Context: an optimization exercise on an open-source flow, tuned for small area and a short achievable clock period. The choices shown serve that exercise and are no tape-out recipe. Only simulation tests tie the RTL to the original design; equivalence was not proved. The clock cells of runs 4 to 8 come from the design's own scripts or RTL, not from TritonCTS. The clock port is modelled as an ideal driver, which makes a skipped or thinned clock tree look cheaper than it is; a real chip needs a root buffer or a tree. Power figures rest on the tool's default switching activity, not on a simulated workload.

### flow/run.sh
#!/bin/bash
# synth_recipe.tcl (not shown) runs the flow's synth.tcl, then flattens the netlist and writes it again
# the make line also repeats each setting of config.mk as NAME=value (left out here)
make -C /OpenROAD-flow-scripts/flow DESIGN_CONFIG=/design/flow/config.mk WORK_HOME=/design/flow/orfs CLKGATE_MAP_FILE= SYNTH_SCRIPT=/design/flow/synth_recipe.tcl finish
### flow/config.mk
export PLATFORM = sky130hd
export DESIGN_NAME = part4
export DESIGN_NICKNAME = part4
export VERILOG_FILES = /design/flow/design.v
export SDC_FILE = /design/flow/constraint.sdc
export NUM_CORES = 4
export LEC_CHECK = 0
export CAP_MARGIN = 20
export CORE_MARGIN = 2
export CORE_UTILIZATION = 60
export CTS_BUF_LIST = sky130_fd_sc_hd__clkbuf_8 sky130_fd_sc_hd__clkbuf_16
export CTS_CLUSTER_DIAMETER = 60
export CTS_CLUSTER_SIZE = 20
export PLACE_DENSITY = 0.75
export SETUP_SLACK_MARGIN = 1.4
export SLEW_MARGIN = 20
export SYNTH_HIERARCHICAL = 1
export SYNTH_MINIMUM_KEEP_SIZE = 0
### flow/constraint.sdc
create_clock -name core_clock -period 3.2 [get_ports {clk}]
set_input_delay 0.6400 -clock core_clock [delete_from_list [all_inputs] [get_ports {clk}]]
set_output_delay 0.6400 -clock core_clock [all_outputs]
set_load 0.01 [all_outputs]
### flow/design.v
`timescale 1ns / 1ps
module gpo (
    input  gn_hi, pn_hi, gn_lo, pn_lo,
    output g, p
);
    assign g = ~(gn_hi & (pn_hi | gn_lo));
    assign p = ~(pn_hi | pn_lo);
endmodule
module gpa (
    input  g_hi, p_hi, g_lo, p_lo,
    output gn, pn
);
    assign gn = ~(g_hi | (p_hi & g_lo));
    assign pn = ~(p_hi & p_lo);
endmodule
module go (
    input  gn_hi, pn_hi, gn_lo,
    output g
);
    assign g = ~(gn_hi & (pn_hi | gn_lo));
endmodule
module ga (
    input  g_hi, p_hi, g_lo,
    output gn
);
    assign gn = ~(g_hi | (p_hi & g_lo));
endmodule
module ginv (
    input  x,
    output y
);
    assign y = ~x;
endmodule
module part3 #(
    parameter L = 5
)(
    input  [(1<<L)-1:0] gn,
    input  [(1<<L)-1:0] pn,
    output [(1<<L)-1:0] c
);
    localparam N = 1 << L;
    wire [N-1:0] gg [0:L];
    wire [N-1:0] pp [0:L];
    assign gg[0] = gn;
    assign pp[0] = pn;
    genvar l, j;
    generate
        for (l = 0; l < L; l = l + 1) begin : lv
            for (j = 0; j < N; j = j + 1) begin : nd
                if (j < (1 << l)) begin : pass
                    ginv u (.x(gg[l][j]), .y(gg[l+1][j]));
                    assign pp[l+1][j] = 1'b0;
                end else if (j < (2 << l)) begin : fin
                    if (l % 2 == 0) begin : o
                        go u (.gn_hi(gg[l][j]), .pn_hi(pp[l][j]), .gn_lo(gg[l][j-(1<<l)]), .g(gg[l+1][j]));
                    end else begin : a
                        ga u (.g_hi(gg[l][j]), .p_hi(pp[l][j]), .g_lo(gg[l][j-(1<<l)]), .gn(gg[l+1][j]));
                    end
                    assign pp[l+1][j] = 1'b0;
                end else begin : mid
                    if (l % 2 == 0) begin : o
                        gpo u (.gn_hi(gg[l][j]), .pn_hi(pp[l][j]), .gn_lo(gg[l][j-(1<<l)]), .pn_lo(pp[l][j-(1<<l)]),
                               .g(gg[l+1][j]), .p(pp[l+1][j]));
                    end else begin : a
                        gpa u (.g_hi(gg[l][j]), .p_hi(pp[l][j]), .g_lo(gg[l][j-(1<<l)]), .p_lo(pp[l][j-(1<<l)]),
                               .gn(gg[l+1][j]), .pn(pp[l+1][j]));
                    end
                end
            end
        end
    endgenerate
    assign c = gg[L];
endmodule
`timescale 1ns / 1ps
module part4(
    input clk,
    input [127:0] a,
    input [127:0] b,
    input cin,
    output [127:0] s,
    output cout
);
    localparam W = 4;
    localparam N = 128 / W;
    wire [128:0] c0;
    wire [127:0] d0s;
    wire [N-1:0] d0g;
    genvar k, i;
    generate
        for (k = 0; k < N; k = k + 1) begin : in_sl
            for (i = 0; i < W; i = i + 1) begin : fa
                localparam n = k*W + i;
                wire ci = (i == 0) ? ((k == 0) ? cin : 1'b0) : c0[n];
                assign d0s[n] = a[n] ^ b[n] ^ ci;
                assign c0[n+1] = (a[n] & b[n]) | (a[n] & ci) | (b[n] & ci);
            end
            assign d0g[k] = c0[k*W+W];
        end
    endgenerate
    reg [127:0] r0s;
    reg [N-1:0] r0gn;    
    always @(posedge clk) begin
        r0s <= d0s;
        r0gn <= ~d0g;
    end
    wire [N-1:0] pn;
    generate
        for (k = 0; k < N; k = k + 1) begin : pr
            assign pn[k] = ~&r0s[k*W +: W];
        end
    endgenerate
    wire [N-1:0] c1;
    part3 #(.L(5)) look (.gn(r0gn), .pn(pn), .c(c1));
    reg [127:0] r1s;
    reg [N:1] r1c;
    always @(posedge clk) begin
        r1s <= r0s;
        r1c <= c1;
    end
    wire [127:0] d2;
    assign d2[W-1:0] = r1s[W-1:0];
    generate
        for (k = 1; k < N; k = k + 1) begin : ic
            for (i = 0; i < W; i = i + 1) begin : bt
                if (i == 0) begin : b0
                    assign d2[k*W] = r1s[k*W] ^ r1c[k];
                end else begin : bn
                    assign d2[k*W+i] = r1s[k*W+i] ^ (r1c[k] & (&r1s[k*W +: i]));
                end
            end
        end
    endgenerate
    reg [128:0] r2, r3, r4, r5, r6, r7;
    always @(posedge clk) begin
        r2 <= {r1c[N], d2};
        r3 <= r2;
        r4 <= r3;
        r5 <= r4;
        r6 <= r5;
        r7 <= r6;
    end
    assign {cout, s} = r7;
endmodule
==> results of run 1 <==
[sequential cells by signal, indices dropped and copies added (netlist names)]
signal and cells:
r0gn 32, r0s 128, r1c 32, r1s 128, r2 129, r3 129, r4 129, r5 129
r6 129, r7 129
[timing repair]
| item | in CTS | in global routing |
|---|---|---|
| setup endpoints to repair | 202 | 35 |
| resized for setup | 617 | 14 |
| setup buffers | 1 | 12 |
| pin swaps | 14 | 30 |
| hold buffers | 0 | 0 |
[worst max-delay path, delay by kind of cell]
family                     cells  cell delay [ns]
adders and majority gates      3             1.28
buffers and inverters          1             0.44
[layer usage]
| metal | vias to the layer above | share of wire, % | track usage, % |
|---|---|---|---|
| li1 | 6469 | - | - |
| met1 | 6255 | 40 | 22.4 |
| met2 | 295 | 52 | 35.5 |
| met3 | 80 | 5.5 | 4.13 |
| met4 | 0 | 2.6 | 6.51 |
| met5 | - | 0 | 0 |
[through the flow]
step	power, W	std cells	worst slack (ns)	utilization [%]
after CTS	0.0275	2786	1.28	74.3
after floorplan	0.0187	1734	1.09	-
final	0.0272	2798	1.38	74.6
after global placement	0.0206	2720	0.593	72.3
after global routing	0.0285	2798	1.32	74.6
after detailed placement	0.0208	2720	0.548	72.3
[layout make-up]
class	instances	area share, %
Clock buffer	63	4.55
Clock inverter	2	0.0737
Inverter	68	0.760
Multi-Input combinational cell	572	18.3
Sequential cell	1094	64.6
Tap cell	600	2.21
Timing Repair Buffer	399	9.56
[placed cells by master (no fill, tap or decap), drive strengths merged, types with 44 or more instances in the layout]
| cell | count |
|---|---|
| a21oi | 54 |
| clkbuf | 63 |
| o21ai | 75 |
| buf | 142 |
| nand4 | 62 |
| clkdlybuf4s50 | 185 |
| nand2 | 44 |
| xnor2 | 62 |
| fa | 97 |
| inv | 69 |
| ha | 62 |
| dlygate4sd2 | 65 |
| nor2 | 54 |
| dfxtp | 1094 |
[worst max-delay path by stage]
stage                     slack, ns     from  cells after the start       to
after global placement         0.59    a[52]                      5  r0s[55]
after detailed placement       0.55    a[52]                      5  r0s[55]
after floorplan                1.09      cin                      6   r0s[3]
after global routing           1.32  r0s[18]                      6  r1c[20]
final                          1.38    a[33]                      4  r0s[35]
after CTS                      1.28    r7[5]                      1     s[5]
[power groups by stage]
stage	clock network [W]	logic [W]	registers [W]
after global routing	0.00794	0.00246	0.0181
after floorplan	0	0.000767	0.0179
final	0.00721	0.00224	0.0178
after detailed placement	0	0.00267	0.0181
after CTS	0.00744	0.00229	0.0178
after global placement	0	0.00261	0.0179
==> impl_metrics.csv, run 1 <==
group,metric,value,unit
clock_tree,clock_sinks,1094,
cells_and_area,regArea,21900,um^2
power,p_leak,13.9,nW
yosys,synth_area_per_cell,15.9,um^2
worst_setup_path,cpMostUsedCell,"fa_2",
sta,finalCriticalPeriod,1.82,ns
cells_and_area,multiInputGateArea,6190,um^2
die,fp.dieW,219,um
worst_setup_path,crit_chain,"clkdlybuf4s50_1 > fa_2 > fa_2 > fa_2",
placed_design,portBuffers,386,
die,io_pins,387,
worst_setup_path,critPathCaptureType,"flop",
worst_setup_path,required,3.75,ns
global_routing,grt_pass1_vias,13700,
die,num_rows,78,
clock_tree,cts_tree,"yes",
sta,holdWs,0.316,ns
routing,routedWlPerCell,16.4,um
sta,hold_viol_final,0,
sta,relSlewSlack,76.6,%
worst_hold_path,hp-class,"reg2reg",
routing,postRouteAntennaNets,0,
global_routing,grt_pass1_wl,69600,um
sta,fin_skew,0.0260,ns
clock_tree,clk_pin_slew,0.08,ns
power,powerDensity,802,nW/um^2
power,p_seq_share,65.3,%
die,die_area,47800,um^2
cells_and_area,syn_to_final_growth,22.7,%
clock_tree,cts_buffers,60,
placed_design,hpwl,34900,um
sta,rsz0062_at_grt,"yes",
worst_setup_path,crit_fanout,1,
worst_setup_path,path_class,"in2reg",
power,vdd_drop_max,601,uV
yosys,synth_cells,1734,
power,switching_power,0.00593,W
worst_setup_path,reg2reg_from,"r0s[59]",
power,p_comb_share,8.2,%
routing,drc,0,
worst_hold_path,worst_hold_startpoint,"r3[91]",
power,swShare,21.8,%
routing,vias,13100,
sta,max_slew.worst_pin.slew,0.350,ns
cells_and_area,layout-drive-gt1-share,21.9,%
cells_and_area,num_antenna_cells,0,
routing,firstDrtPassIters,4,
global_routing,grt_max_degree,21,
sta,clock.fmax,551,MHz
power,intPower,0.0213,W
worst_setup_path,cp_slowest_cell,"fa_2",
run,maxCapViolations,0,
clock_tree,clock_latency,0.62,ns
placed_design,routabilityCongestion,0.824,
die,core-area,45500,um^2
global_routing,grt_antenna_before_repair,0,
worst_setup_path,rr_worst_depth,6,
worst_setup_path,r2r-end,"r1c[20]",
die,die_h,219,um
worst_setup_path,critPathLaunchType,"input pin",
global_routing,gr-total-overflow,0,
clock_tree,cts_root_buf,"clkbuf_16",
worst_hold_path,whs_path_depth,0,
yosys,synth_area,27700,um^2
die,start_util,60.8,%
outcome,outcome,"timing/DRC/antenna clean",
cells_and_area,n_fill_cell,2914,
global_routing,track_usage,19.4,%
worst_setup_path,arrival,2.37,ns
clock_tree,htreeDepth,2,
sta,setup_tns,0,ns
power,clkPwrFrac,26.5,%
placed_design,dpl_cell_area,32900,um^2
cells_and_area,final_area,33900,um^2
sta,slew_violations,0,
cells_and_area,final_nets,2612,
routing,finalWirelength,46000,um
clock_tree,cts.path.max_buffers,3,
yosys,syn_nets,2151,
sta,post-route-period-util,56.8,%
yosys,yosys_warnings,8,
routing,drt-initial-drc-count,413,
worst_setup_path,r2r_slack,1.40,ns
worst_setup_path,cp_slowest_stage_delay,0.52,ns
sta,setup_viol,0,
routing,vias_per_cell,4.68,
worst_hold_path,min_to,"r4[91]",
==> run 2, diff against run 1 <==
==> flow/flow/run.sh (new file) <==
#!/bin/bash
# The standard layout, with the smallest buffer on the ports in place of
# the default port buffer; the resizer still upsizes port buffers that
# limit timing. make's full output goes to make.log in this folder.
set -euo pipefail
export BUFFER_PORTS_ARGS="-buffer_cell sky130_fd_sc_hd__buf_1"
bash standard.sh > make.log 2>&1
==> flow/standard.sh (new file) <==
#!/bin/bash
# synth_recipe.tcl (not shown) runs the flow's synth.tcl, then flattens the netlist and writes it again
# the make line also repeats each setting of config.mk as NAME=value (left out here)
make -C /OpenROAD-flow-scripts/flow DESIGN_CONFIG=/design/flow/config.mk WORK_HOME=/design/flow/orfs CLKGATE_MAP_FILE= SYNTH_SCRIPT=/design/flow/synth_recipe.tcl "${@:-finish}"
removed: flow/run.sh
==> run 2 against run 1 <==
Non-clock buffer count rose by 1. Sequential share of layout area rose by 3.1 points. Highest routed layer unchanged. Count of clock-buffer cells in the layout up 1. Largest power group unchanged. Global-route usage decreased by 0.56 points. Worst setup slack improved by 0.031 ns. Power fell by 0.44%. Sequential power hardly changed. Clock power rose by 2%. Worst hold slack worse by 0.029 ns. Largest cell class unchanged. Critical path depth grew 2.
==> impl_metrics.csv, run 2 <==
group,metric,value,unit
outcome,outcome,"timing/DRC/antenna clean",
worst_setup_path,crit_start,"r0s[54]",
die,core-area,45500,um^2
worst_setup_path,crit_chain,"nand4_1 > nor2_2 > nand2_1 > nor2_1 > nand2_1 > o21ai_2",
sta,rsz0062_at_grt,"yes",
routing,vias,13000,
worst_setup_path,cp_slowest_stage_delay,0.33,ns
worst_setup_path,reg2reg_from,"r0s[54]",
cells_and_area,utilization,71.2,%
worst_setup_path,cpMostUsedCell,"nand2_1",
worst_setup_path,critPathCaptureType,"flop",
clock_tree,cts_hold_buf,0,
cells_and_area,n_fill_cell,2997,
clock_tree,clock_sinks,1094,
routing,drc,0,
global_routing,track_usage,18.8,%
sta,setup_ws,1.42,ns
power,p_comb_share,7.2,%
sta,relSlewSlack,74.3,%
global_routing,grt_antenna_before_repair,0,
yosys,synth_cells,1734,
global_routing,grt_max_degree,21,
die,start_util,60.8,%
cells_and_area,layout-drive-gt1-share,18.9,%
die,num_rows,78,
sta,slew_violations,0,
placed_design,routabilityCongestion,0.821,
worst_hold_path,hp-class,"in2reg",
worst_setup_path,critPathLaunchType,"flop",
clock_tree,htreeDepth,2,
cells_and_area,syn_to_final_growth,17.1,%
clock_tree,clock_latency,0.62,ns
global_routing,grt_pass1_vias,13400,
sta,clock.fmax,560,MHz
die,io_pins,387,
placed_design,post-place-ws,0.917,ns
cells_and_area,num_antenna_cells,0,
routing,finalWirelength,45300,um
global_routing,grt_pass1_wl,67500,um
die,fp.dieW,219,um
worst_setup_path,required,3.70,ns
sta,hold_viol_final,0,
power,powerDensity,837,nW/um^2
global_routing,gr-total-overflow,0,
yosys,syn_nets,2151,
worst_hold_path,worst_hold_startpoint,"b[40]",
worst_setup_path,critical_path.n_buffers_inverters,0,
power,switching_power,0.00598,W
sta,post-route-period-util,55.8,%
clock_tree,cts_buffers,61,
power,swShare,22.1,%
power,clkPwrFrac,27.0,%
cells_and_area,regArea,21900,um^2
cells_and_area,layout_common_cells,"dfxtp_1, buf_1, fa_2, inv_1",
power,p_leak,12.9,nW
die,die_area,47800,um^2
power,intPower,0.0211,W
power,p_seq_share,65.8,%
die,die_h,219,um
cells_and_area,layout_commonest_cell,"dfxtp_1",
worst_setup_path,arrival,2.28,ns
placed_design,hpwl,34300,um
clock_tree,cts_root_buf,"clkbuf_16",
routing,drt-initial-drc-count,511,
yosys,yosys_warnings,8,
cells_and_area,final_nets,2614,
sta,finalCriticalPeriod,1.78,ns
routing,postRouteAntennaNets,0,
routing,routedWlPerCell,16.1,um
sta,holdWs,0.287,ns
sta,setup_viol,0,
sta,fin_skew,0.0192,ns
clock_tree,clk_pin_slew,0.08,ns
routing,vias_per_cell,4.64,
worst_setup_path,cp_slowest_cell,"dfxtp_1",
clock_tree,cts_tree,"yes",
power,vdd_drop_max,514,uV
yosys,synth_area,27700,um^2
worst_setup_path,crit_fanout,3,
placed_design,portBuffers,386,
yosys,synth_area_per_cell,15.9,um^2
run,maxCapViolations,0,
sta,setup_tns,0,ns
routing,firstDrtPassIters,4,
clock_tree,cts.path.max_buffers,3,
cells_and_area,multiInputGateArea,6220,um^2
worst_setup_path,path_class,"reg2reg",
worst_setup_path,cp_top_family,"simple AND/OR/NAND/NOR gates",
sta,max_slew.worst_pin.slew,0.385,ns
[run 2: cell type report]
class | instances | area share [%]
clock inverters | 6 | 0.147
repair buffers | 400 | 5.00
inverters | 68 | 0.796
multi-input cells | 572 | 19.2
flip-flops and latches | 1094 | 67.7
clock buffers | 64 | 4.84
well taps | 600 | 2.32
[run 2: worst paths after layout]
| path | endpoint | slack, ns | cells after the start |
|---|---|---|---|
| setup / recovery | r1c[20] | 1.42 | 6 |
| hold / removal | r0s[40] | 0.29 | 2 |
| setup reg to reg | r1c[20] | 1.42 | 6 |
| hold reg to reg | r6[24] | 0.32 | 0 |
[run 2: through the flow]
| stage | cell area (um^2) | power [W] | instances |
|---|---|---|---|
| after floorplan | 28300 | 0.0187 | 1734 |
| after global placement | 30500 | 0.0198 | 2720 |
| after detailed placement | 30500 | 0.0200 | 2720 |
| after CTS | 32200 | 0.0274 | 2792 |
| after global routing | 32400 | 0.0283 | 2804 |
| final | 32400 | 0.0271 | 2804 |
[run 2: power by group through the flow]
stage,combinational [W],clock (W),sequential (W)
4_1_cts,0.00196,0.00757,0.0179
3_5_place_dp,0.00189,0,0.0182
2_1_floorplan,0.000767,0,0.0179
5_1_grt,0.00216,0.00804,0.0181
6_report,0.00194,0.00732,0.0178
3_3_place_gp,0.00182,0,0.0180
[run 2: per-layer routing]
metal | share of wire [%] | vias up | routed length (um) | global-route usage (%)
met3 | 4.1 | 66 | 1840 | 2.84
li1 | - | 6470 | - | -
met4 | 2.3 | 0 | 1050 | 6.55
met1 | 41 | 6177 | 18500 | 22.5
met5 | 0 | - | 0 | 0
met2 | 53 | 289 | 23800 | 34.4
[run 2: what timing repair did]
| action | CTS | global route |
|---|---|---|
| endpoints found under the setup margin | 57 | 23 |
| pin swaps | 2 | 13 |
| resized for setup | 74 | 24 |
| setup buffers | 2 | 12 |
==> run 3, diff against run 2 <==
==> flow/flow/run.sh (replaced) <==
#!/bin/bash
# The standard layout with two changes: the smallest buffer on the ports
# (the resizer still upsizes those that limit timing), and a shallow
# two-level clock tree (flow/cts_tree.tcl) in place of TritonCTS's.
# make's full output goes to make.log in this folder.
set -euo pipefail
export BUFFER_PORTS_ARGS="-buffer_cell sky130_fd_sc_hd__buf_1"
export PRE_CTS_TCL="$(pwd)/flow/cts_tree.tcl"
bash standard.sh > make.log 2>&1
==> flow/flow/cts_tree.tcl (new file) <==
# Sourced by ORFS's cts.tcl as PRE_CTS_TCL. Replaces clock_tree_synthesis
# with a two-level tree: the flip-flops are split by recursive bisection of
# their placement into clusters of at most CTS_TREE_CAP sinks, each driven
# by a leaf buffer at its centre; the leaves are split the same way into
# CTS_TREE_ROOTS groups, each driven by a root buffer that the clock port
# drives. Every flip-flop sees the same two buffers, so the tree is
# balanced; it is just shallower than TritonCTS's.

proc cts_tree_bisect { pts cap } {
  # pts: list of {item x y}; returns a list of clusters (lists of pts)
  if { [llength $pts] <= $cap } { return [list $pts] }
  set xs [lsort -real [lmap p $pts { lindex $p 1 }]]
  set ys [lsort -real [lmap p $pts { lindex $p 2 }]]
  set dx [expr { [lindex $xs end] - [lindex $xs 0] }]
  set dy [expr { [lindex $ys end] - [lindex $ys 0] }]
  set idx [expr { $dx >= $dy ? 1 : 2 }]
  set s [lsort -real -index $idx $pts]
  set h [expr { [llength $s] / 2 }]
  return [concat [cts_tree_bisect [lrange $s 0 [expr { $h - 1 }]] $cap] \
                 [cts_tree_bisect [lrange $s $h end] $cap]]
}

proc cts_tree_centre { pts } {
  set sx 0.0; set sy 0.0
  foreach p $pts { set sx [expr { $sx + [lindex $p 1] }]; set sy [expr { $sy + [lindex $p 2] }] }
  set n [llength $pts]
  return [list [expr { int($sx / $n) }] [expr { int($sy / $n) }]]
}

proc cts_tree_buffer { block master name x y innet } {
  set inst [odb::dbInst_create $block $master $name]
  $inst setLocation $x $y
  $inst setPlacementStatus PLACED
  set net [odb::dbNet_create $block "${name}_net"]
  $net setSigType CLOCK
  [$inst findITerm X] connect $net
  if { $innet ne "" } { [$inst findITerm A] connect $innet }
  return [list $inst $net]
}

rename clock_tree_synthesis cts_tree_tritoncts
proc clock_tree_synthesis { args } {
  set cap [expr { [info exists ::env(CTS_TREE_CAP)] ? $::env(CTS_TREE_CAP) : 35 }]
  set nroots [expr { [info exists ::env(CTS_TREE_ROOTS)] ? $::env(CTS_TREE_ROOTS) : 4 }]
  set leafbuf [expr { [info exists ::env(CTS_TREE_LEAF)] ? $::env(CTS_TREE_LEAF) : "sky130_fd_sc_hd__clkbuf_16" }]
  set rootbuf [expr { [info exists ::env(CTS_TREE_ROOT)] ? $::env(CTS_TREE_ROOT) : "sky130_fd_sc_hd__clkbuf_16" }]
  set db [ord::get_db]
  set block [ord::get_db_block]
  set clk [get_ports [get_property [lindex [all_clocks] 0] sources]]
  set clknet [$block findNet [get_name [get_nets -of_objects $clk]]]
  set sinks {}
  foreach it [$clknet getITerms] {
    set bb [[$it getInst] getBBox]
    lappend sinks [list $it [expr { ([$bb xMin] + [$bb xMax]) / 2 }] [expr { ([$bb yMin] + [$bb yMax]) / 2 }]]
  }
  set clusters [cts_tree_bisect $sinks $cap]
  set leaves {}
  set i 0
  foreach c $clusters {
    lassign [cts_tree_centre $c] x y
    lappend leaves [list $i $x $y]
    set leafnet($i) $c
    incr i
  }
  set groups [cts_tree_bisect $leaves [expr { int(ceil([llength $leaves] / double($nroots))) }]]
  set lm [$db findMaster $leafbuf]
  set rm [$db findMaster $rootbuf]
  set r 0
  foreach g $groups {
    lassign [cts_tree_centre $g] x y
    lassign [cts_tree_buffer $block $rm "ctree_root_$r" $x $y $clknet] rinst rnet
    foreach l $g {
      lassign $l li lx ly
      lassign [cts_tree_buffer $block $lm "ctree_leaf_$li" $lx $ly $rnet] linst lnet
      foreach s $leafnet($li) {
        set it [lindex $s 0]
        $it disconnect
        $it connect $lnet
      }
    }
    incr r
  }
  puts "cts_tree: [llength $sinks] sinks, [llength $clusters] leaf buffers, [llength $groups] root buffers"
  set_propagated_clock [all_clocks]
}
==> run 3 against run 2 <==
The flow now stops in clock tree synthesis (4_1_cts). Synthesized cell count did not move. Area after synthesis did not move.
==> impl_metrics.csv, run 3 <==
group,metric,value,unit
die,io_pins,387,
die,fp.dieW,219,um
placed_design,dp_cells,2720,
yosys,synth_cells,1734,
yosys,synth_area,27700,um^2
placed_design,dpl_cell_area,30500,um^2
yosys,yosys_warnings,8,
outcome,firstError,"[ERROR STA-0333] object '_f27193de6e7f0000_p_Pin' is not a port.",
outcome,outcome,"did not finish",
yosys,syn_nets,2151,
die,start_util,60.8,%
die,die_h,219,um
placed_design,hpwl,34300,um
placed_design,portBuffers,386,
outcome,failed_stage,"clock tree synthesis (4_1_cts)",
yosys,synth_area_per_cell,15.9,um^2
placed_design,routabilityCongestion,0.821,
die,num_rows,78,
-- run 3: metrics by stage --
stage | worst slack [ns] | total power (W) | hold slack (ns) | utilization, %
3_3_place_gp | 0.949 | 0.0198 | 0.310 | 67.0
3_5_place_dp | 0.917 | 0.0200 | 0.312 | 67.0
2_1_floorplan | 1.09 | 0.0187 | 0.310 | -
-- run 3: worst min path at each step --
stage | from | endpoint | slack [ns] | depth (start not counted)
after floorplan | r0s[0] | r1s[0] | 0.31 | 0
after detailed placement | r5[5] | r6[5] | 0.31 | 0
after global placement | r5[87] | r6[87] | 0.31 | 0
-- run 3: power by group through the flow --
stage | Combinational (W) | Sequential [W] | Clock (W)
detailed placement | 0.00189 | 0.0182 | 0
floorplan | 0.000767 | 0.0179 | 0
global placement | 0.00182 | 0.0180 | 0
==> run 4, diff against run 3 <==
--- a/flow/flow/cts_tree.tcl
+++ b/flow/flow/cts_tree.tcl
@@ -48,4 +48,4 @@
   set block [ord::get_db_block]
-  set clk [get_ports [get_property [lindex [all_clocks] 0] sources]]
-  set clknet [$block findNet [get_name [get_nets -of_objects $clk]]]
+  set src [lindex [get_property [lindex [all_clocks] 0] sources] 0]
+  set clknet [[$block findBTerm [get_full_name $src]] getNet]
   set sinks {}
==> run 4 against run 3 <==
The run now finishes clean. Synthesized cell count did not move. Area after synthesis did not move.
==> impl_metrics.csv, run 4 <==
group,metric,value,unit
outcome,outcome,"timing/DRC/antenna clean",
die,io_pins,387,
routing,wl_met2,22900,um
power,p_seq_share,70.7,%
run,maxCapViolations,0,
worst_hold_path,hp-class,"reg2reg",
placed_design,portBuffers,386,
global_routing,grt_max_degree,36,
sta,finalCriticalPeriod,1.84,ns
power,powerDensity,795,nW/um^2
power,p_comb_share,7.5,%
cells_and_area,layout_commonest_cell,"dfxtp_1",
die,num_rows,78,
worst_setup_path,crit_fanout,1,
routing,drt-initial-drc-count,541,
sta,max_slew.worst_pin.slew,0.383,ns
worst_setup_path,r2r-end,"r1c[20]",
power,intPower,0.0196,W
worst_hold_path,worst_hold_startpoint,"r4[110]",
routing,maxUsedRoutingLayer,"met4",
power,swShare,22.0,%
sta,post-route-period-util,57.5,%
cells_and_area,layout-drive-gt1-share,15.5,%
routing,vias,12700,
placed_design,post-place-ws,0.917,ns
cells_and_area,fin_cells,2770,
power,clkPwrFrac,21.8,%
die,die_area,47800,um^2
clock_tree,clk_pin_slew,0.12,ns
power,vdd_drop_max,520,uV
clock_tree,clock_latency,0.39,ns
sta,fin_skew,0.0178,ns
yosys,yosys_warnings,8,
routing,vias_per_cell,4.58,
worst_hold_path,min_to,"r5[110]",
die,die_h,219,um
worst_setup_path,path_class,"in2reg",
routing,drt-met1-wl,18800,um
placed_design,dp_cells,2720,
sta,setup_tns,0,ns
global_routing,grt_pass1_vias,12900,
sta,rsz0062_at_grt,"yes",
clock_tree,cts_hold_buf,0,
sta,slew_violations,0,
worst_setup_path,critPathCaptureType,"flop",
yosys,syn_nets,2151,
placed_design,dpl_cell_area,30500,um^2
worst_setup_path,arrival,2.18,ns
cells_and_area,final_nets,2589,
sta,hold_viol_final,0,
worst_hold_path,whs_path_depth,0,
sta,clock.fmax,544,MHz
cells_and_area,layout_common_cells,"dfxtp_1, buf_1, fa_2, inv_1",
routing,finalWirelength,44200,um
worst_setup_path,reg2reg_from,"r0s[54]",
routing,drc,0,
placed_design,routabilityCongestion,0.821,
global_routing,track_usage,17.8,%
sta,relSlewSlack,74.4,%
die,start_util,60.8,%
power,p_leak,12.4,nW
yosys,synth_cells,1734,
yosys,synth_area_per_cell,15.9,um^2
worst_setup_path,rr_worst_depth,6,
die,core-area,45500,um^2
power,switching_power,0.00555,W
die,fp.dieW,219,um
routing,routedWlPerCell,16.0,um
placed_design,hpwl,34300,um
cells_and_area,num_antenna_cells,0,
routing,postRouteAntennaNets,0,
sta,setup_ws,1.36,ns
yosys,synth_area,27700,um^2
worst_setup_path,required,3.54,ns
cells_and_area,final_area,31700,um^2
worst_setup_path,r2r_slack,1.43,ns
cells_and_area,syn_to_final_growth,14.6,%
global_routing,grt_pass1_wl,65300,um
global_routing,gr-total-overflow,0,
routing,firstDrtPassIters,4,
sta,setup_viol,0,
global_routing,grt_antenna_before_repair,0,
routing,met3_length,1700,um
worst_setup_path,critPathLaunchType,"input pin",
-- run 4: worst max-delay path by stage --
stage / from / to / slack [ns] / cells past startpoint
2_1_floorplan: cin / r0s[3] / 1.09 / 6
3_3_place_gp: a[0] / r0s[3] / 0.95 / 7
3_5_place_dp: b[120] / r0s[123] / 0.92 / 5
4_1_cts: b[52] / r0s[55] / 1.36 / 5
5_1_grt: b[52] / r0s[55] / 1.35 / 5
6_report: a[52] / r0s[55] / 1.36 / 5
-- run 4: through the flow --
stage / total power, W / utilization (%) / hold slack [ns]
after floorplan: 0.0187 / - / 0.310
after global placement: 0.0198 / 67.0 / 0.310
after detailed placement: 0.0200 / 67.0 / 0.312
after CTS: 0.0254 / 69.2 / 0.333
after global routing: 0.0263 / 69.7 / 0.332
final: 0.0252 / 69.7 / 0.324
-- run 4: power groups by stage --
stage,clock [W],combinational (W),sequential [W]
2_1_floorplan,0,0.000767,0.0179
3_3_place_gp,0,0.00182,0.0180
3_5_place_dp,0,0.00189,0.0182
4_1_cts,0.00563,0.00191,0.0179
5_1_grt,0.00611,0.00212,0.0181
6_report,0.00549,0.00190,0.0178
-- run 4: critical path, cell delays in order --
cell,delay (ns)
buf_1,0.11
ha_4,0.17
fa_2,0.38
fa_2,0.37
fa_2,0.51
-- run 4: cell type report --
class	instances	area [um^2]
tap	600	751
inverter	68	258
sequential	1094	21900
multi-input combinational	572	6230
fill	3078	13800
timing repair buffer	400	1650
buffer	36	901
-- run 4: repair_timing --
action	4_1_cts	5_1_grt
gates resized for setup	23	50
pin swaps	41	37
endpoints found under the setup margin	41	35
setup buffers	2	12
-- run 4: metal layers --
layer	global-route usage, %	vias to the layer above
li1	-	6403
met2	33.2	244
met5	0	-
met3	1.56	41
met1	22.5	6008
met4	3.45	0
==> run 5, diff against run 4 <==
==> flow/design.v (replaced) <==
`timescale 1ns / 1ps
module gpo (
    input  gn_hi, pn_hi, gn_lo, pn_lo,
    output g, p
);
    assign g = ~(gn_hi & (pn_hi | gn_lo));
    assign p = ~(pn_hi | pn_lo);
endmodule
module gpa (
    input  g_hi, p_hi, g_lo, p_lo,
    output gn, pn
);
    assign gn = ~(g_hi | (p_hi & g_lo));
    assign pn = ~(p_hi & p_lo);
endmodule
module go (
    input  gn_hi, pn_hi, gn_lo,
    output g
);
    assign g = ~(gn_hi & (pn_hi | gn_lo));
endmodule
module ga (
    input  g_hi, p_hi, g_lo,
    output gn
);
    assign gn = ~(g_hi | (p_hi & g_lo));
endmodule
module ginv (
    input  x,
    output y
);
    assign y = ~x;
endmodule
module part3 #(
    parameter N = 43,
    parameter L = 4
)(
    input  [N-1:0]          gn,
    input  [N-1:0]          pn,
    output [(1<<L)-1:0]     c,
    output [(N-1)/2-1:1<<L] g,
    output [(N-1)/2-1:1<<L] p
);
    localparam M = (N - 1) / 2;
    wire [M-1:0] gg [0:L];
    wire [M-1:0] pp [0:L];
    genvar l, m;
    generate
        for (m = 0; m < M; m = m + 1) begin : pr
            if (m == 0) begin : fin
                go u (.gn_hi(gn[1]), .pn_hi(pn[1]), .gn_lo(gn[0]), .g(gg[0][0]));
                assign pp[0][0] = 1'b0;
            end else begin : mid
                gpo u (.gn_hi(gn[2*m+1]), .pn_hi(pn[2*m+1]), .gn_lo(gn[2*m]), .pn_lo(pn[2*m]),
                       .g(gg[0][m]), .p(pp[0][m]));
            end
        end
        for (l = 0; l < L; l = l + 1) begin : lv
            for (m = 0; m < M; m = m + 1) begin : nd
                if (m < (1 << l)) begin : pass
                    ginv u (.x(gg[l][m]), .y(gg[l+1][m]));
                    assign pp[l+1][m] = 1'b0;
                end else if (m < (2 << l)) begin : fin
                    if (l % 2 == 0) begin : a
                        ga u (.g_hi(gg[l][m]), .p_hi(pp[l][m]), .g_lo(gg[l][m-(1<<l)]), .gn(gg[l+1][m]));
                    end else begin : o
                        go u (.gn_hi(gg[l][m]), .pn_hi(pp[l][m]), .gn_lo(gg[l][m-(1<<l)]), .g(gg[l+1][m]));
                    end
                    assign pp[l+1][m] = 1'b0;
                end else begin : mid
                    if (l % 2 == 0) begin : a
                        gpa u (.g_hi(gg[l][m]), .p_hi(pp[l][m]), .g_lo(gg[l][m-(1<<l)]), .p_lo(pp[l][m-(1<<l)]),
                               .gn(gg[l+1][m]), .pn(pp[l+1][m]));
                    end else begin : o
                        gpo u (.gn_hi(gg[l][m]), .pn_hi(pp[l][m]), .gn_lo(gg[l][m-(1<<l)]), .pn_lo(pp[l][m-(1<<l)]),
                               .g(gg[l+1][m]), .p(pp[l+1][m]));
                    end
                end
            end
        end
    endgenerate
    assign c = gg[L][(1<<L)-1:0];
    assign g = gg[L][M-1:1<<L];
    assign p = pp[L][M-1:1<<L];
endmodule
`timescale 1ns / 1ps
module part4(
    input clk,
    input [127:0] a,
    input [127:0] b,
    input cin,
    output [127:0] s,
    output cout
);
    localparam N = 43;
    localparam M = (N - 1) / 2;    
    localparam L = 4;              
    localparam F = 1 << L;         
    wire [128:0] c0;
    wire [127:0] d0s;
    wire [N-1:0] d0g;
    genvar j, i;
    generate
        for (i = 0; i < 128; i = i + 1) begin : fa
            wire ci = (i == 0) ? cin : (i % 3 == 2) ? 1'b0 : c0[i];
            assign d0s[i] = a[i] ^ b[i] ^ ci;
            assign c0[i+1] = (a[i] & b[i]) | (a[i] & ci) | (b[i] & ci);
        end
        for (j = 0; j < N; j = j + 1) begin : sg
            assign d0g[j] = c0[3*j+2];
        end
    endgenerate
    reg [127:0] r0s;
    reg [N-1:0] r0gn;    
    always @(posedge clk) begin
        r0s <= d0s;
        r0gn <= ~d0g;
    end
    wire [N-1:0] pn0;
    assign pn0[0] = ~&r0s[1:0];
    generate
        for (j = 1; j < N; j = j + 1) begin : p0
            assign pn0[j] = ~&r0s[3*j-1 +: 3];
        end
    endgenerate
    wire [F-1:0] c1;
    wire [M-1:F] g1, p1;
    part3 #(.N(N), .L(L)) look (.gn(r0gn), .pn(pn0), .c(c1), .g(g1), .p(p1));
    reg [127:0] r1s;
    reg [F-1:0] r1c;         
    reg [M-1:F] r1g, r1p;    
    reg [M:0]   r1gn;        
    wire [M:0]  gn_even;
    generate
        for (j = 0; j <= M; j = j + 1) begin : ev
            assign gn_even[j] = r0gn[2*j];
        end
    endgenerate
    always @(posedge clk) begin
        r1s <= r0s;
        r1c <= c1;
        r1g <= g1;
        r1p <= p1;
        r1gn <= gn_even;
    end
    wire [N-1:0] co;         
    generate
        for (j = 0; j < N; j = j + 1) begin : fc
            if (j == 0) begin : s0
                assign co[0] = ~r1gn[0];
            end else if (j % 2 == 1 && (j - 1) / 2 < F) begin : odd_done
                assign co[j] = r1c[(j-1)/2];
            end else if (j % 2 == 1) begin : odd
                assign co[j] = r1g[(j-1)/2] | (r1p[(j-1)/2] & r1c[(j-1)/2 - F]);
            end else begin : even
                assign co[j] = ~r1gn[j/2] | ((&r1s[3*j-1 +: 3]) & co[j-1]);
            end
        end
    endgenerate
    wire [127:0] d2;
    assign d2[1:0] = r1s[1:0];
    generate
        for (j = 1; j < N; j = j + 1) begin : ic
            for (i = 0; i < 3; i = i + 1) begin : bt
                if (i == 0) begin : b0
                    assign d2[3*j-1] = r1s[3*j-1] ^ co[j-1];
                end else begin : bn
                    assign d2[3*j-1+i] = r1s[3*j-1+i] ^ (co[j-1] & (&r1s[3*j-1 +: i]));
                end
            end
        end
    endgenerate
    reg [128:0] r2, r3, r4, r5, r6, r7;
    always @(posedge clk) begin
        r2 <= {co[N-1], d2};
        r3 <= r2;
        r4 <= r3;
        r5 <= r4;
        r6 <= r5;
        r7 <= r6;
    end
    assign {cout, s} = r7;
endmodule
--- a/flow/config.mk
+++ b/flow/config.mk
@@ -10,7 +10,4 @@
 export CORE_UTILIZATION = 60
-export CTS_BUF_LIST = sky130_fd_sc_hd__clkbuf_8 sky130_fd_sc_hd__clkbuf_16
-export CTS_CLUSTER_DIAMETER = 60
-export CTS_CLUSTER_SIZE = 20
 export PLACE_DENSITY = 0.75
-export SETUP_SLACK_MARGIN = 1.4
+export SETUP_SLACK_MARGIN = 1.5
 export SLEW_MARGIN = 20
==> run 5 against run 4 <==
Core utilization decreased by 1.5 points. Area after synthesis rose by 1.5%. Sequential share of layout area is 1.9 points higher. Register-to-register slack better by 0.24 ns. Die area grew 1.5%. Still clean on timing, DRC and antenna. Via count barely moved.
==> impl_metrics.csv, run 5 <==
group,metric,value,unit
power,vdd_drop_max,600,uV
placed_design,dp_cells,2762,
yosys,synth_area_per_cell,15.9,um^2
sta,max_slew.worst_pin.slew,0.451,ns
sta,rsz0062_at_grt,"no",
sta,slew_violations,0,
routing,finalWirelength,42100,um
cells_and_area,layout_common_cells,"dfxtp_1, buf_1, nand2_1, inv_1, xor2_1",
die,die_area,48500,um^2
sta,relSlewSlack,69.9,%
routing,drc,0,
worst_hold_path,min_to,"r7[110]",
worst_setup_path,cp_slowest_cell,"dfxtp_1",
placed_design,portBuffers,386,
worst_setup_path,r2r-end,"r1c[13]",
global_routing,grt.met3_usage,1.87,%
die,io_pins,387,
cells_and_area,final_nets,2622,
yosys,yosys_warnings,8,
worst_hold_path,hp-class,"reg2reg",
worst_setup_path,reg2reg_from,"r0s[74]",
sta,clock.fmax,622,MHz
cells_and_area,layout_commonest_cell,"dfxtp_1",
global_routing,grt_pass1_vias,12700,
worst_hold_path,whs_path_depth,0,
run,maxCapViolations,0,
cells_and_area,num_antenna_cells,0,
global_routing,grt_most_used_layer,"met2",
clock_tree,clock_latency,0.40,ns
sta,hold_viol_final,0,
routing,drt-initial-drc-count,525,
global_routing,met2_usage,30.3,%
routing,firstDrtPassIters,4,
cells_and_area,syn_to_final_growth,12.6,%
power,switching_power,0.00554,W
worst_setup_path,crit_fanout,1,
yosys,synth_area,28100,um^2
worst_setup_path,critical_path.n_buffers_inverters,1,
worst_setup_path,r2r_slack,1.67,ns
die,die_h,220,um
sta,finalCriticalPeriod,1.61,ns
cells_and_area,final_area,31600,um^2
worst_setup_path,rr_worst_depth,6,
global_routing,track_usage,16.6,%
sta,post-route-period-util,50.3,%
cells_and_area,multiInputGateArea,5770,um^2
global_routing,grt_antenna_before_repair,0,
worst_setup_path,critPathLaunchType,"flop",
placed_design,routabilityCongestion,0.801,
worst_setup_path,critPathCaptureType,"output port",
die,num_rows,79,
global_routing,gr-usage-met1,21.0,%
cells_and_area,regArea,22400,um^2
cells_and_area,layout-drive-gt1-share,10.3,%
worst_setup_path,arrival,0.97,ns
placed_design,hpwl,32800,um
routing,postRouteAntennaNets,0,
sta,setup_viol,0,
global_routing,grt_pass1_wl,62500,um
placed_design,dpl_cell_area,30600,um^2
die,start_util,60.6,%
routing,vias,12700,
worst_setup_path,required,2.56,ns
routing,vias_per_cell,4.54,
power,intPower,0.0199,W
die,core-area,46400,um^2
worst_setup_path,cp_slowest_stage_delay,0.40,ns
worst_hold_path,worst_hold_startpoint,"r6[110]",
die,fp.dieW,220,um
power,swShare,21.8,%
worst_setup_path,cp_top_family,"flip-flops",
power,p_leak,12.8,nW
global_routing,gr-total-overflow,0,
yosys,syn_nets,2197,
worst_setup_path,path_depth,1,
sta,fin_skew,0.0374,ns
clock_tree,clk_pin_slew,0.12,ns
power,p_comb_share,7.0,%
yosys,synth_cells,1769,
routing,routedWlPerCell,15.1,um
power,clkPwrFrac,22.2,%
cells_and_area,n_fill_cell,3208,
worst_setup_path,crit_chain,"buf_1",
global_routing,grt_max_degree,36,
worst_setup_path,path_class,"reg2out",
cells_and_area,fin_cells,2799,
power,powerDensity,805,nW/um^2
outcome,outcome,"timing/DRC/antenna clean",
power,p_seq_share,70.9,%
clock_tree,cts_hold_buf,0,
sta,setup_tns,0,ns
-- run 5: cell types whose count changed in the layout (fill, tap and decap cells not counted), moves of 31 or more --
cell / change
xnor2_1: -45
nand4_1: -46
nand3_1: +31
fa_2: -54
xor2_1: +32
fa_1: +43
-- run 5: per-stage QoR --
stage	hold slack, ns	setup WS, ns	util [%]	total power, W
after floorplan	0.310	1.50	-	0.0189
after global placement	0.310	1.29	66.1	0.0200
after detailed placement	0.312	1.26	66.1	0.0202
after CTS	0.300	1.52	68.1	0.0257
after global routing	0.297	1.51	68.2	0.0266
final	0.301	1.59	68.2	0.0255
-- run 5: layout make-up --
| cell class | instances | area share (%) |
|---|---|---|
| Multi-Input combinational cell | 579 | 18.3 |
| Timing Repair Buffer | 386 | 4.58 |
| Tap cell | 607 | 2.40 |
| Sequential cell | 1121 | 71.0 |
| Inverter | 69 | 0.819 |
| Buffer | 37 | 2.93 |
-- run 5: power groups by stage --
stage                     Sequential (W)  Clock (W)  Combinational (W)
after floorplan                   0.0182          0           0.000711
after CTS                         0.0181    0.00579            0.00183
after detailed placement          0.0184          0            0.00181
after global placement            0.0183          0            0.00175
after global routing              0.0183    0.00625            0.00200
final                             0.0180    0.00564            0.00178
-- run 5: per-layer routing --
| layer | up-vias | part of all wire, % |
|---|---|---|
| met5 | - | 0 |
| met4 | 0 | 2.7 |
| met3 | 69 | 4.4 |
| met2 | 266 | 50 |
| met1 | 5914 | 43 |
| li1 | 6450 | - |
-- run 5: worst max-delay path by stage --
stage                     to  startpoint
global route         r1p[16]    r0s[100]
CTS                  r1c[15]     r0s[26]
floorplan           r0s[100]       a[98]
detailed placement   r0s[79]       a[77]
finish                  s[6]       r7[6]
global placement     r0s[79]       a[77]
-- run 5: what timing repair did --
| item | 4_1_cts | 5_1_grt |
|---|---|---|
| resized for setup | 1 | 13 |
| buffers inserted | 0 | 0 |
| endpoints found under the setup margin | 1 | 18 |
==> run 6, diff against run 5 <==
--- a/flow/flow/cts_tree.tcl
+++ b/flow/flow/cts_tree.tcl
@@ -2,3 +2,3 @@
 # with a two-level tree: the flip-flops are split by recursive bisection of
-# their placement into clusters of at most CTS_TREE_CAP sinks, each driven
+# their placement into equal clusters of at most CTS_TREE_CAP sinks, each driven
 # by a leaf buffer at its centre; the leaves are split the same way into
@@ -8,5 +8,6 @@
 
-proc cts_tree_bisect { pts cap } {
-  # pts: list of {item x y}; returns a list of clusters (lists of pts)
-  if { [llength $pts] <= $cap } { return [list $pts] }
+proc cts_tree_bisect { pts k } {
+  # pts: list of {item x y}; splits them into k clusters of near-equal size
+  # by recursive bisection across the longer side of their bounding box
+  if { $k <= 1 } { return [list $pts] }
   set xs [lsort -real [lmap p $pts { lindex $p 1 }]]
@@ -17,5 +18,6 @@
   set s [lsort -real -index $idx $pts]
-  set h [expr { [llength $s] / 2 }]
-  return [concat [cts_tree_bisect [lrange $s 0 [expr { $h - 1 }]] $cap] \
-                 [cts_tree_bisect [lrange $s $h end] $cap]]
+  set k1 [expr { $k / 2 }]
+  set h [expr { int(round([llength $s] * double($k1) / $k)) }]
+  return [concat [cts_tree_bisect [lrange $s 0 [expr { $h - 1 }]] $k1] \
+                 [cts_tree_bisect [lrange $s $h end] [expr { $k - $k1 }]]]
 }
@@ -42,3 +44,3 @@
 proc clock_tree_synthesis { args } {
-  set cap [expr { [info exists ::env(CTS_TREE_CAP)] ? $::env(CTS_TREE_CAP) : 35 }]
+  set cap [expr { [info exists ::env(CTS_TREE_CAP)] ? $::env(CTS_TREE_CAP) : 30 }]
   set nroots [expr { [info exists ::env(CTS_TREE_ROOTS)] ? $::env(CTS_TREE_ROOTS) : 4 }]
@@ -55,3 +57,3 @@
   }
-  set clusters [cts_tree_bisect $sinks $cap]
+  set clusters [cts_tree_bisect $sinks [expr { int(ceil([llength $sinks] / double($cap))) }]]
   set leaves {}
@@ -64,3 +66,3 @@
   }
-  set groups [cts_tree_bisect $leaves [expr { int(ceil([llength $leaves] / double($nroots))) }]]
+  set groups [cts_tree_bisect $leaves [expr { min($nroots, [llength $leaves]) }]]
   set lm [$db findMaster $leafbuf]
--- a/flow/config.mk
+++ b/flow/config.mk
@@ -11,3 +11,3 @@
 export PLACE_DENSITY = 0.75
-export SETUP_SLACK_MARGIN = 1.5
+export SETUP_SLACK_MARGIN = 1.75
 export SLEW_MARGIN = 20
==> run 6 against run 5 <==
Sequential power is essentially flat. Worst setup slack improved by 0.084 ns. Highest routed layer unchanged. Global-route usage grew 0.60 points. Clock power is 6.0% higher. Sequential share of layout area is 4.0 points lower. Area after synthesis stayed put. Worst hold slack improved by 0.024 ns. Final area rose by 6.6%. Die area is the same. Wire length increased by 3.9%. Combinational power increased by 34%.
==> impl_metrics.csv, run 6 <==
group,metric,value,unit
placed_design,hpwl,32300,um
sta,setup_tns,0,ns
cells_and_area,num_antenna_cells,0,
worst_setup_path,cp_top_family,"flip-flops",
cells_and_area,utilization,72.7,%
yosys,synth_cells,1769,
worst_setup_path,path_depth,1,
sta,rsz0062_at_grt,"yes",
global_routing,grt_antenna_before_repair,0,
routing,drc,0,
die,start_util,60.6,%
power,vdd_drop_max,747,uV
die,num_rows,79,
routing,routedWlPerCell,15.6,um
cells_and_area,syn_to_final_growth,20.0,%
global_routing,grt_max_degree,31,
cells_and_area,final_nets,2634,
routing,vias_per_cell,4.56,
sta,max_slew.worst_pin.slew,0.340,ns
sta,finalCriticalPeriod,1.52,ns
sta,setup_viol,0,
sta,fin_skew,0.0169,ns
cells_and_area,layout_common_cells,"dfxtp_1, buf_1, dfxtp_2, buf_6, fa_2",
cells_and_area,layout_commonest_cell,"dfxtp_1",
cells_and_area,layout-drive-gt1-share,27.2,%
sta,hold_viol_final,0,
worst_setup_path,critPathLaunchType,"flop",
yosys,synth_area_per_cell,15.9,um^2
worst_setup_path,critical_path.n_buffers_inverters,1,
worst_setup_path,crit_chain,"buf_6",
worst_setup_path,cp_slowest_stage_delay,0.38,ns
sta,slew_violations,0,
worst_hold_path,whs_path_depth,0,
clock_tree,clock_latency,0.40,ns
routing,postRouteAntennaNets,0,
routing,finalWirelength,43800,um
global_routing,grt_pass1_vias,12900,
worst_setup_path,arrival,0.88,ns
worst_hold_path,hp-class,"reg2reg",
yosys,synth_area,28100,um^2
cells_and_area,multiInputGateArea,6670,um^2
cells_and_area,regArea,22600,um^2
yosys,syn_nets,2197,
worst_setup_path,required,2.56,ns
outcome,outcome,"timing/DRC/antenna clean",
placed_design,portBuffers,386,
sta,relSlewSlack,77.3,%
yosys,yosys_warnings,8,
routing,drt-initial-drc-count,476,
power,powerDensity,789,nW/um^2
worst_setup_path,path_class,"reg2out",
placed_design,routabilityCongestion,0.777,
routing,vias,12800,
worst_setup_path,rr_worst_depth,6,
global_routing,track_usage,17.2,%
die,io_pins,387,
routing,firstDrtPassIters,4,
run,maxCapViolations,0,
die,fp.dieW,220,um
sta,clock.fmax,656,MHz
worst_setup_path,cp_slowest_cell,"dfxtp_2",
die,die_h,220,um
worst_setup_path,r2r_slack,1.71,ns
global_routing,grt_pass1_wl,64800,um
power,p_leak,13.7,nW
clock_tree,clk_pin_slew,0.10,ns
worst_setup_path,critPathCaptureType,"output port",
cells_and_area,n_fill_cell,2827,
sta,post-route-period-util,47.6,%
global_routing,gr-total-overflow,0,
die,core-area,46400,um^2
die,die_area,48500,um^2
worst_setup_path,crit_fanout,1,
==> run 6: timing repair <==
item / in CTS / in global routing
hold buffers: 0 / 0
pin swaps: 20 / 53
resized for setup: 350 / 167
setup buffers: 0 / 7
setup endpoints to repair: 161 / 162
==> run 6: layout make-up <==
class / count / share of cell area [%]
sequential: 1121 / 67.0
multi-input combinational: 579 / 19.8
timing repair buffer: 393 / 7.05
buffer: 42 / 3.12
tap: 607 / 2.25
inverter: 69 / 0.791
==> run 6: final timing paths <==
path                start       to
hold / removal    r6[126]  r7[126]
hold reg to reg   r6[126]  r7[126]
setup reg to reg  r0s[16]  r1c[14]
setup / recovery   r7[10]    s[10]
==> run 6: report_power, final <==
group	leakage (nW)	switching (W)	internal, W
Combinational	3.72	0.00113	0.00125
Clock	0.518	0.00360	0.00238
Sequential	9.46	0.00108	0.0172
==> run 6: stage by stage <==
step | area [um^2] | instances | worst slack, ns | power [W] | hold WS, ns
after floorplan | 28800 | 1769 | 1.50 | 0.0190 | 0.310
after global placement | 31000 | 2762 | 1.32 | 0.0201 | 0.310
after detailed placement | 31000 | 2762 | 1.31 | 0.0203 | 0.312
after CTS | 33000 | 2804 | 1.64 | 0.0266 | 0.321
after global routing | 33700 | 2811 | 1.62 | 0.0278 | 0.333
final | 33700 | 2811 | 1.68 | 0.0266 | 0.324
==> run 6: metal layers <==
layer	GRT usage [%]	part of all wire [%]	vias up
li1	-	-	6465
met1	21.4	42	6035
met5	0	0	-
met3	2.03	4.2	54
met4	2.84	1.8	0
met2	32.4	52	251
==> run 7, diff against run 6 <==
--- a/flow/config.mk
+++ b/flow/config.mk
@@ -11,3 +11,3 @@
 export PLACE_DENSITY = 0.75
-export SETUP_SLACK_MARGIN = 1.75
+export SETUP_SLACK_MARGIN = 1.5
 export SLEW_MARGIN = 20
==> run 7 against run 6 <==
Worst hold slack gained 0.00060 ns. Largest cell class unchanged. Register-to-register slack lost 0.05 ns. Critical endpoint is now s[6]. Global-route usage shrank 0.62 points.
==> impl_metrics.csv, run 7 <==
group,metric,value,unit
sta,rsz0062_at_grt,"no",
routing,postRouteAntennaNets,0,
yosys,synth_cells,1769,
power,clkPwrFrac,23.1,%
worst_setup_path,crit_chain,"buf_1",
worst_setup_path,cp_slowest_stage_delay,0.39,ns
cells_and_area,fin_cells,2804,
die,die_area,48500,um^2
yosys,yosys_warnings,8,
worst_setup_path,cp_slowest_cell,"dfxtp_1",
sta,relSlewSlack,71.2,%
sta,setup_tns,0,ns
global_routing,met2_usage,30.2,%
worst_setup_path,path_depth,1,
global_routing,gr-total-overflow,0,
cells_and_area,layout_commonest_cell,"dfxtp_1",
sta,max_slew.worst_pin.slew,0.429,ns
worst_hold_path,whs_path_depth,0,
global_routing,grt_max_degree,31,
cells_and_area,syn_to_final_growth,13.0,%
clock_tree,clock_latency,0.40,ns
run,maxCapViolations,0,
worst_setup_path,path_class,"reg2out",
power,p_leak,12.9,nW
worst_setup_path,cp_top_family,"flip-flops",
power,switching_power,0.00559,W
sta,fin_skew,0.0208,ns
cells_and_area,num_antenna_cells,0,
power,intPower,0.0202,W
power,powerDensity,812,nW/um^2
die,start_util,60.6,%
routing,drt-initial-drc-count,461,
power,swShare,21.7,%
die,io_pins,387,
cells_and_area,layout-drive-gt1-share,10.5,%
routing,drc,0,
sta,hold_viol_final,0,
worst_setup_path,critical_path.n_buffers_inverters,1,
clock_tree,post-cts-setup-buffers,0,
placed_design,portBuffers,386,
clock_tree,clk_pin_slew,0.10,ns
worst_hold_path,hp-class,"reg2reg",
placed_design,post-place-ws,1.26,ns
worst_setup_path,crit_fanout,1,
global_routing,track_usage,16.6,%
cells_and_area,utilization,68.4,%
cells_and_area,layout_common_cells,"dfxtp_1, buf_1, nand2_1, inv_1, xor2_1",
power,vdd_drop_max,628,uV
placed_design,hpwl,32800,um
sta,post-route-period-util,50.5,%
die,num_rows,79,
die,fp.dieW,220,um
global_routing,grt_most_used_layer,"met2",
clock_tree,ctsResizeCount,1,
sta,finalCriticalPeriod,1.62,ns
global_routing,grt_pass1_vias,12700,
worst_setup_path,required,2.56,ns
worst_setup_path,critPathLaunchType,"flop",
worst_setup_path,critPathCaptureType,"output port",
sta,setup_viol,0,
routing,firstDrtPassIters,4,
routing,vias,12700,
routing,finalWirelength,42200,um
die,die_h,220,um
placed_design,dp_cells,2762,
placed_design,routabilityCongestion,0.801,
clock_tree,cts_hold_buf,0,
yosys,syn_nets,2197,
sta,slew_violations,0,
routing,routedWlPerCell,15.0,um
worst_setup_path,arrival,0.98,ns
worst_setup_path,rr_worst_depth,6,
cells_and_area,final_nets,2627,
power,p_comb_share,6.9,%
power,p_seq_share,70.0,%
global_routing,gr-usage-met1,21.2,%
global_routing,grt_antenna_before_repair,0,
die,core-area,46400,um^2
outcome,outcome,"timing/DRC/antenna clean",
yosys,synth_area_per_cell,15.9,um^2
yosys,synth_area,28100,um^2
global_routing,grt.met3_usage,1.58,%
sta,clock.fmax,619,MHz
routing,vias_per_cell,4.53,
global_routing,grt_pass1_wl,62500,um
sta,setup_ws,1.58,ns
-- run 7: metrics by stage --
step	area, um^2	power [W]	hold WS, ns
2_1_floorplan	28400	0.0189	0.310
3_3_place_gp	30600	0.0200	0.310
3_5_place_dp	30600	0.0202	0.312
4_1_cts	31700	0.0260	0.327
5_1_grt	31700	0.0269	0.333
6_report	31700	0.0258	0.325
-- run 7: worst paths after layout --
path / from / to / slack [ns]
worst min register to register: r5[32] / r6[32] / 0.32
worst max-delay path: r7[6] / s[6] / 1.58
worst max register to register: r0s[26] / r1c[15] / 1.66
worst min-delay path: r5[32] / r6[32] / 0.32
-- run 7: layout make-up --
cell class                      instances  area, um^2
Timing Repair Buffer                  386        1450
Multi-Input combinational cell        579        5770
Tap cell                              607         759
Buffer                                 42        1050
Inverter                               69         259
Fill cell                            3157       14600
Sequential cell                      1121       22400
-- run 7: layer usage --
metal / wire [um] / share of wire [%]
met4: 1130 / 2.7
met5: 0 / 0
met1: 18400 / 44
met3: 1620 / 3.8
met2: 21100 / 50
-- run 7: power by group through the flow --
| stage | Clock, W | Combinational [W] | Sequential [W] |
|---|---|---|---|
| 2_1_floorplan | 0 | 0.000711 | 0.0182 |
| 5_1_grt | 0.00659 | 0.00200 | 0.0183 |
| 6_report | 0.00596 | 0.00178 | 0.0180 |
| 4_1_cts | 0.00612 | 0.00183 | 0.0181 |
| 3_5_place_dp | 0 | 0.00181 | 0.0184 |
| 3_3_place_gp | 0 | 0.00175 | 0.0183 |
==> run 8, diff against run 7 <==
--- a/flow/config.mk
+++ b/flow/config.mk
@@ -9,4 +9,4 @@
 export CORE_MARGIN = 2
-export CORE_UTILIZATION = 60
-export PLACE_DENSITY = 0.75
+export CORE_UTILIZATION = 70
+export PLACE_DENSITY = 0.85
 export SETUP_SLACK_MARGIN = 1.5
==> run 8 against run 7 <==
Clock skew up 0.0063 ns. Area after synthesis unchanged. Largest power group unchanged. Critical path depth up 5. Power up 1.1%. Sequential share of layout area up 0.19 points. Highest routed layer is now met5.
==> impl_metrics.csv, run 8 <==
group,metric,value,unit
routing,vias_per_cell,4.81,
clock_tree,clk_pin_slew,0.11,ns
yosys,synth_area_per_cell,15.9,um^2
die,fp.dieW,204,um
placed_design,hpwl,34300,um
die,io_pins,387,
cells_and_area,final_area,31600,um^2
routing,routedWlPerCell,17.6,um
worst_setup_path,critPathLaunchType,"flop",
cells_and_area,num_antenna_cells,0,
global_routing,grt.met3_usage,2.73,%
cells_and_area,layout_common_cells,"dfxtp_1, buf_1, nand2_1, inv_1, xor2_1",
global_routing,gr-usage-met1,25.6,%
sta,max_slew.worst_pin.slew,0.412,ns
worst_setup_path,critPathCaptureType,"flop",
cells_and_area,syn_to_final_growth,12.7,%
global_routing,grt_pass1_vias,13900,
routing,drt-initial-drc-count,572,
yosys,synth_cells,1769,
outcome,outcome,"timing/DRC/antenna clean",
power,p_leak,12.9,nW
global_routing,grt_most_used_layer,"met2",
worst_hold_path,hp-class,"reg2reg",
die,core-area,39600,um^2
routing,firstDrtPassIters,4,
global_routing,grt_max_degree,31,
worst_setup_path,rr_worst_depth,6,
placed_design,dpl_cell_area,30500,um^2
routing,finalWirelength,47800,um
worst_setup_path,arrival,1.96,ns
placed_design,routabilityCongestion,0.800,
yosys,synth_area,28100,um^2
worst_setup_path,r2r_slack,1.52,ns
routing,vias,13100,
cells_and_area,layout-drive-gt1-share,10.7,%
worst_setup_path,path_class,"reg2reg",
die,die_h,204,um
die,start_util,70.8,%
power,vdd_drop_max,530,uV
power,powerDensity,824,nW/um^2
worst_setup_path,r2r-end,"r1c[11]",
run,maxCapViolations,0,
sta,hold_viol_final,0,
global_routing,met2_usage,42.7,%
routing,postRouteAntennaNets,0,
sta,post-route-period-util,52.4,%
sta,finalCriticalPeriod,1.68,ns
sta,fin_skew,0.0272,ns
worst_setup_path,cp_slowest_cell,"dfxtp_1",
sta,setup_ws,1.52,ns
worst_setup_path,cp_slowest_stage_delay,0.35,ns
sta,slew_violations,0,
cells_and_area,layout_commonest_cell,"dfxtp_1",
global_routing,track_usage,22.4,%
yosys,syn_nets,2197,
worst_setup_path,crit_fanout,3,
sta,setup_viol,0,
clock_tree,post-cts-setup-buffers,0,
die,die_area,41700,um^2
sta,relSlewSlack,72.5,%
sta,clock.fmax,596,MHz
worst_hold_path,whs_path_depth,0,
worst_hold_path,worst_hold_startpoint,"r2[43]",
global_routing,grt_antenna_before_repair,2,
clock_tree,clock_latency,0.41,ns
die,num_rows,73,
sta,rsz0062_at_grt,"yes",
placed_design,post-place-ws,1.27,ns
worst_setup_path,required,3.48,ns
placed_design,portBuffers,386,
yosys,yosys_warnings,8,
sta,setup_tns,0,ns
worst_setup_path,crit_chain,"nand3_1 > nor2_4 > nand2_1 > nor2_1 > nand2_1 > o21ai_1",
cells_and_area,final_nets,2627,
worst_setup_path,reg2reg_from,"r0s[38]",
worst_setup_path,cpMostUsedCell,"nand2_1",
routing,drc,0,
global_routing,gr-total-overflow,0,
worst_hold_path,min_to,"r3[43]",
global_routing,grt_pass1_wl,71000,um
[run 8: critical path, delay by kind of cell, from the launching register on]
family / cells / cell delay (ns)
AOI/OAI and AO/OA: 1 / 0.27
and+or+nand+nor: 5 / 0.93
DFF: 1 / 0.35
[run 8: routing by layer]
| metal | part of all wire [%] | up-vias |
|---|---|---|
| met4 | 4.3 | 4 |
| met2 | 52 | 335 |
| li1 | - | 6453 |
| met3 | 4.3 | 110 |
| met1 | 39 | 6195 |
| met5 | 0.042 | - |
[run 8: worst max path at each step]
stage / cells after the start / to / from / slack, ns
finish: 6 / r1c[11] / r0s[38] / 1.52
global placement: 4 / r0s[76] / a[74] / 1.32
CTS: 6 / r1c[11] / r0s[28] / 1.51
global route: 6 / r1c[11] / r0s[16] / 1.47
floorplan: 3 / r0s[100] / a[98] / 1.50
detailed placement: 4 / r0s[76] / a[74] / 1.27
[run 8: metrics by stage]
stage	hold WS, ns	cells	total power [W]	utilization, %
3_3_place_gp	0.310	2680	0.0199	77.1
4_1_cts	0.330	2722	0.0262	79.8
2_1_floorplan	0.310	1769	0.0189	-
3_5_place_dp	0.312	2680	0.0203	77.1
5_1_grt	0.336	2722	0.0271	79.8
6_report	0.324	2722	0.0261	79.8
[run 8: power breakdown]
group / internal (W) / switching (W) / total [W] / leakage [nW]
Combinational: 0.000730 / 0.00110 / 0.00183 / 2.90
Clock: 0.00238 / 0.00368 / 0.00606 / 0.518
Sequential: 0.0171 / 0.00109 / 0.0182 / 9.46
[run 8: timing repair]
item,in CTS,in global routing
gates resized for setup,8,10
setup endpoints to repair,2,17
pin swaps,0,0
hold buffers,0,0
[run 8: final cells by class]
type	instances	area, um^2
Sequential cell	1121	22400
Timing Repair Buffer	386	1450
Tap cell	525	657
Buffer	42	1050
Multi-Input combinational cell	579	5790
Fill cell	2088	8000
Inverter	69	259

[static timing again, ports no longer ideal]
The results above use ideal ports. As a check the final layouts listed here were re-extracted and re-timed, cells and wires unchanged.
Step 1: set_driving_cell puts a clkbuf_16 on clk and a buf_2 on each other input, an assumption about the parent block.
Step 2 also shifts input and output timing later by t, the mid clock arrival at the registers, as if the neighbouring blocks saw the same clock.
a / b / c = ideal ports / drivers / drivers and shift; a / b = the first two.
| run | t, ns | setup slack, ns | hold WS [ns] |
|---|---|---|---|
| run 1 | 0.666 | 1.384 / 1.400 / 0.748 | 0.316 / 0.316 / 0.316 |
| run 2 | 0.673 | 1.415 / 1.383 / 0.913 | 0.287 / 0.256 / 0.316 |
| run 4 | 0.493 | 1.361 / 1.429 / 0.949 | 0.324 / 0.324 / 0.324 |
| run 5 | 0.497 | 1.592 / 1.476 / 1.278 | 0.301 / 0.301 / 0.301 |
| run 6 | 0.500 | 1.675 / 1.565 / 1.317 | 0.324 / 0.324 / 0.324 |
| run 7 | 0.503 | 1.585 / 1.471 / 1.245 | 0.325 / 0.325 / 0.325 |
| run 8 | 0.514 | 1.523 / 1.453 / 1.246 | 0.324 / 0.324 / 0.324 |
After both steps every run listed still meets setup and hold. The setup slack of run 1, which loses most, moves by +0.016 ns with the drivers and by -0.636 ns with both steps.
